Source: an optimization exercise on an open RTL-to-GDS flow (aim: small area, a short achievable clock period and few clock cycles). Production flows keep margins and buffers that such runs may drop. Function was checked by simulation only, so behaviour that the tests miss may differ from the original. Power figures rest on the tool's default switching activity, not on a simulated workload.

Setup of nickel:
// convolution
module convolution
(
output [4:0] memX_addr,
input      [7:0] dataX,
output [4:0] memY_addr,
input      [7:0] dataY,
input start,
output [15:0] dataZ,
output [5:0] memZ_addr,
output writeZ,
input      [4:0] sizeX,
input      [4:0] sizeY,
input            shape,
output busy,
output done,
input clk,
input rst_n
);
clock: 6.0 ns
lec_check: 0
abc_clock_period_in_ps: 2500
cap_margin: 20
core_margin: 2
core_utilization: 55
cts_buf_list: sky130_fd_sc_hd__clkbuf_8
place_density: 0.7
setup_slack_margin: 3.2
slew_margin: 20
standard.sh (not shown) runs the stock make flow with config.mk's settings and CLKGATE_MAP_FILE= SYNTH_SCRIPT=/design/flow/synth_recipe.tcl, a recipe that flattens the netlist after the stock synthesis.
==> flow/flow/run.sh <==
#!/bin/bash
# Own flow: the standard layout, with small buffers on the ports and a lighter clock tree.
export BUFFER_PORTS_ARGS="-buffer_cell sky130_fd_sc_hd__buf_1"
export CTS_ARGS="-sink_clustering_enable -repair_clock_nets -buf_list sky130_fd_sc_hd__clkbuf_8 -dont_use_dummy_load"
bash standard.sh finish > standard.log 2>&1
Testbench counts of nickel, summed over its fixed seeds: cycles 40,586.
The inputs of zinc differ from those of nickel as listed below.
Settings: swapping 3.2 for 3.3 in SETUP_SLACK_MARGIN.
## What came out
zinc | stages: all done | timing, DRC, antenna: all pass
From nickel to zinc the numbers moved as follows: largest incremental delay on the critical path +0.02 ns; maximum operating frequency now sits higher; fraction of final layout cells with drive strength greater than 1 saw an increase; proportion of cell area occupied by registers down 0.62 points.
Worst setup slack is lower on nickel
Delta (zinc minus nickel): sequential share of power lost 1.4 points, final critical-path required period down 0.045 ns, design area up 170 µm².
> inputs changed (zinc -> amber)
Settings: swapping 3.3 for 3.4 in SETUP_SLACK_MARGIN.
Findings:
Re number of post-CTS setup repair buffers: amber is 2 up on zinc. Diff zinc -> amber | total routing resource utilization after global routing | increase of 0.37 points. Taking zinc as the reference point, the fraction of the core area covered by cells at the end of the flow of amber rises by 1.8 points. Compared amber vs zinc, and internal power is up in amber. Relative to zinc, the power measured on amber has increased by a few percent.
What maple does differently from amber at the input level:
Settings: SETUP_SLACK_MARGIN now 3.1, was 3.4.
## What came out
Detailed-route wire length on metal 1 (maple over amber): decrease, 4.5%
Against amber as the reference, maple delivers a lower achievable clock frequency.
Of amber and maple, the run reporting the lower count of plain and timing-repair buffers in the layout was maple.
Setup slack in maple is smaller than in amber.
The via count of the first global-routing pass number comes out higher for amber vs maple.

---

convolution, a different RTL version from the one above (not shown whole).
Size in the first run: ~640 cells after synthesis, ~120 flip-flops, roughly 65 I/O pins, about 6600 um^2 of cells after synthesis.
clock: 6.0 ns
lec_check: 0
abc_clock_period_in_ps: 2500
cap_margin: 20
core_margin: 2
core_utilization: 40
cts_buf_list: sky130_fd_sc_hd__clkbuf_2 sky130_fd_sc_hd__clkbuf_4
place_density: 0.6
setup_slack_margin: 3.5
slew_margin: 20
run.sh (not shown) runs the stock make flow with config.mk's settings and CLKGATE_MAP_FILE= SYNTH_SCRIPT=/design/flow/synth_recipe.tcl, a recipe that flattens the netlist after the stock synthesis.
Stock flow here: none of the scripts above is used.
The starting point finished with timing, DRC and antenna clean.
Testbench counts at the start, summed over its fixed seeds: cycles 40,637.
==> next run, changes <==
--- a/flow/config.mk
+++ b/flow/config.mk
@@ -12 +12 @@
-export CTS_BUF_LIST = sky130_fd_sc_hd__clkbuf_2 sky130_fd_sc_hd__clkbuf_4
+export CTS_BUF_LIST = sky130_fd_sc_hd__clkbuf_4
The new run went through all stages and came out clean; core utilization is unchanged; non-clock buffer count stays the same; via count stays the same; worst hold slack does not change; worst setup slack stays the same; sequential cell count is unchanged; wire length does not change; area after synthesis does not change; power is unchanged; clock power hardly moves.
==> next run, changes <==
--- a/flow/config.mk
+++ b/flow/config.mk
@@ -12 +11,0 @@
-export CTS_BUF_LIST = sky130_fd_sc_hd__clkbuf_4
=> The changed run passed the timing, DRC and antenna checks. Final area climbs by a few percent. Worst hold slack hardly moves. Via count hardly moves. Sequential power is about the same. Worst setup slack degrades by 0.048 ns. Count of clock-buffer cells in the layout goes up by 4.
==> next run, changes <==
--- a/flow/config.mk
+++ b/flow/config.mk
@@ -8 +8 @@
-export ABC_CLOCK_PERIOD_IN_PS = 2500
+export ABC_CLOCK_PERIOD_IN_PS = 2000
@@ -13 +13 @@
-export SETUP_SLACK_MARGIN = 3.5
+export SETUP_SLACK_MARGIN = 4.0
Effect: Routed wire length rose by 7.4%; maximum frequency increases by 3.6%; cell count increases by 4.9%; global-route usage came out higher by 0.53 points; sequential share of layout area shrinks by 2.0 points; synthesized area is unchanged; count of clock-buffer cells in the layout came out higher by 2; total power grows by 14%; sequential power is about the same; worst hold slack barely changes; design area went up by 10%.
==> next run, changes <==
--- a/flow/config.mk
+++ b/flow/config.mk
@@ -8 +8 @@
-export ABC_CLOCK_PERIOD_IN_PS = 2000
+export ABC_CLOCK_PERIOD_IN_PS = 2500
@@ -11,3 +11,4 @@
-export CORE_UTILIZATION = 40
-export PLACE_DENSITY = 0.6
-export SETUP_SLACK_MARGIN = 4.0
+export CORE_UTILIZATION = 60
+export CTS_BUF_LIST = sky130_fd_sc_hd__clkbuf_4
+export PLACE_DENSITY = 0.75
+export SETUP_SLACK_MARGIN = 3.5
After rerunning:
- power went down by about a fifth
- worst setup slack got worse by 0.040 ns
- sequential cell count stays the same
- clock power went down by well over a third
- wire length went down by roughly a tenth

[port drivers added, routing unchanged]
The flow's constraints put no driver on any port. The routed layouts listed below were extracted and timed again, unchanged, in two steps.
Step 1 assumes that a clkbuf_16 drives the clock port and a buf_2 every other input.
Step 2, shift: input delay + t, output delay - t, t = (earliest + latest rising clock arrival at the registers) / 2. This alone moves slack from input paths to output paths.
Slacks: no drivers / after step 1 / after step 2; pairs: no drivers / after step 1.
run | shift t [ns] | slack for setup (ns) | worst setup path after step 2 | clock arrival spread, ns | slew at the worst register clock pin (ns)
nickel | 0.391 | 3.300 / 3.279 / 2.984 | input to register | 0.028 / 0.029 | 0.10 / 0.10
zinc | 0.382 | 3.345 / 3.345 / 3.008 | input to register | 0.025 / 0.026 | 0.10 / 0.10
amber | 0.380 | 3.334 / 3.334 / 3.046 | input to register | 0.020 / 0.020 | 0.09 / 0.09
maple | 0.390 | 3.212 / 3.212 / 2.935 | input to register | 0.028 / 0.027 | 0.10 / 0.10
the first run of note 2 | 0.571 | 3.223 / 3.223 / 3.223 | register to register | 0.021 / 0.022 | 0.11 / 0.11
the second run of note 2 | 0.571 | 3.223 / 3.223 / 3.223 | register to register | 0.021 / 0.022 | 0.11 / 0.11
the third run of note 2 | 0.459 | 3.175 / 3.175 / 3.175 | register to register | 0.008 / 0.007 | 0.06 / 0.06
the fourth run of note 2 | 0.455 | 3.274 / 3.274 / 3.274 | register to register | 0.009 / 0.010 | 0.06 / 0.06
the fifth run of note 2 | 0.552 | 3.233 / 3.233 / 3.233 | register to register | 0.021 / 0.021 | 0.12 / 0.12
After both steps every run listed still meets setup and hold. The setup slack of zinc, which loses most, moves by 0.000 ns with the drivers and by -0.337 ns with both steps.
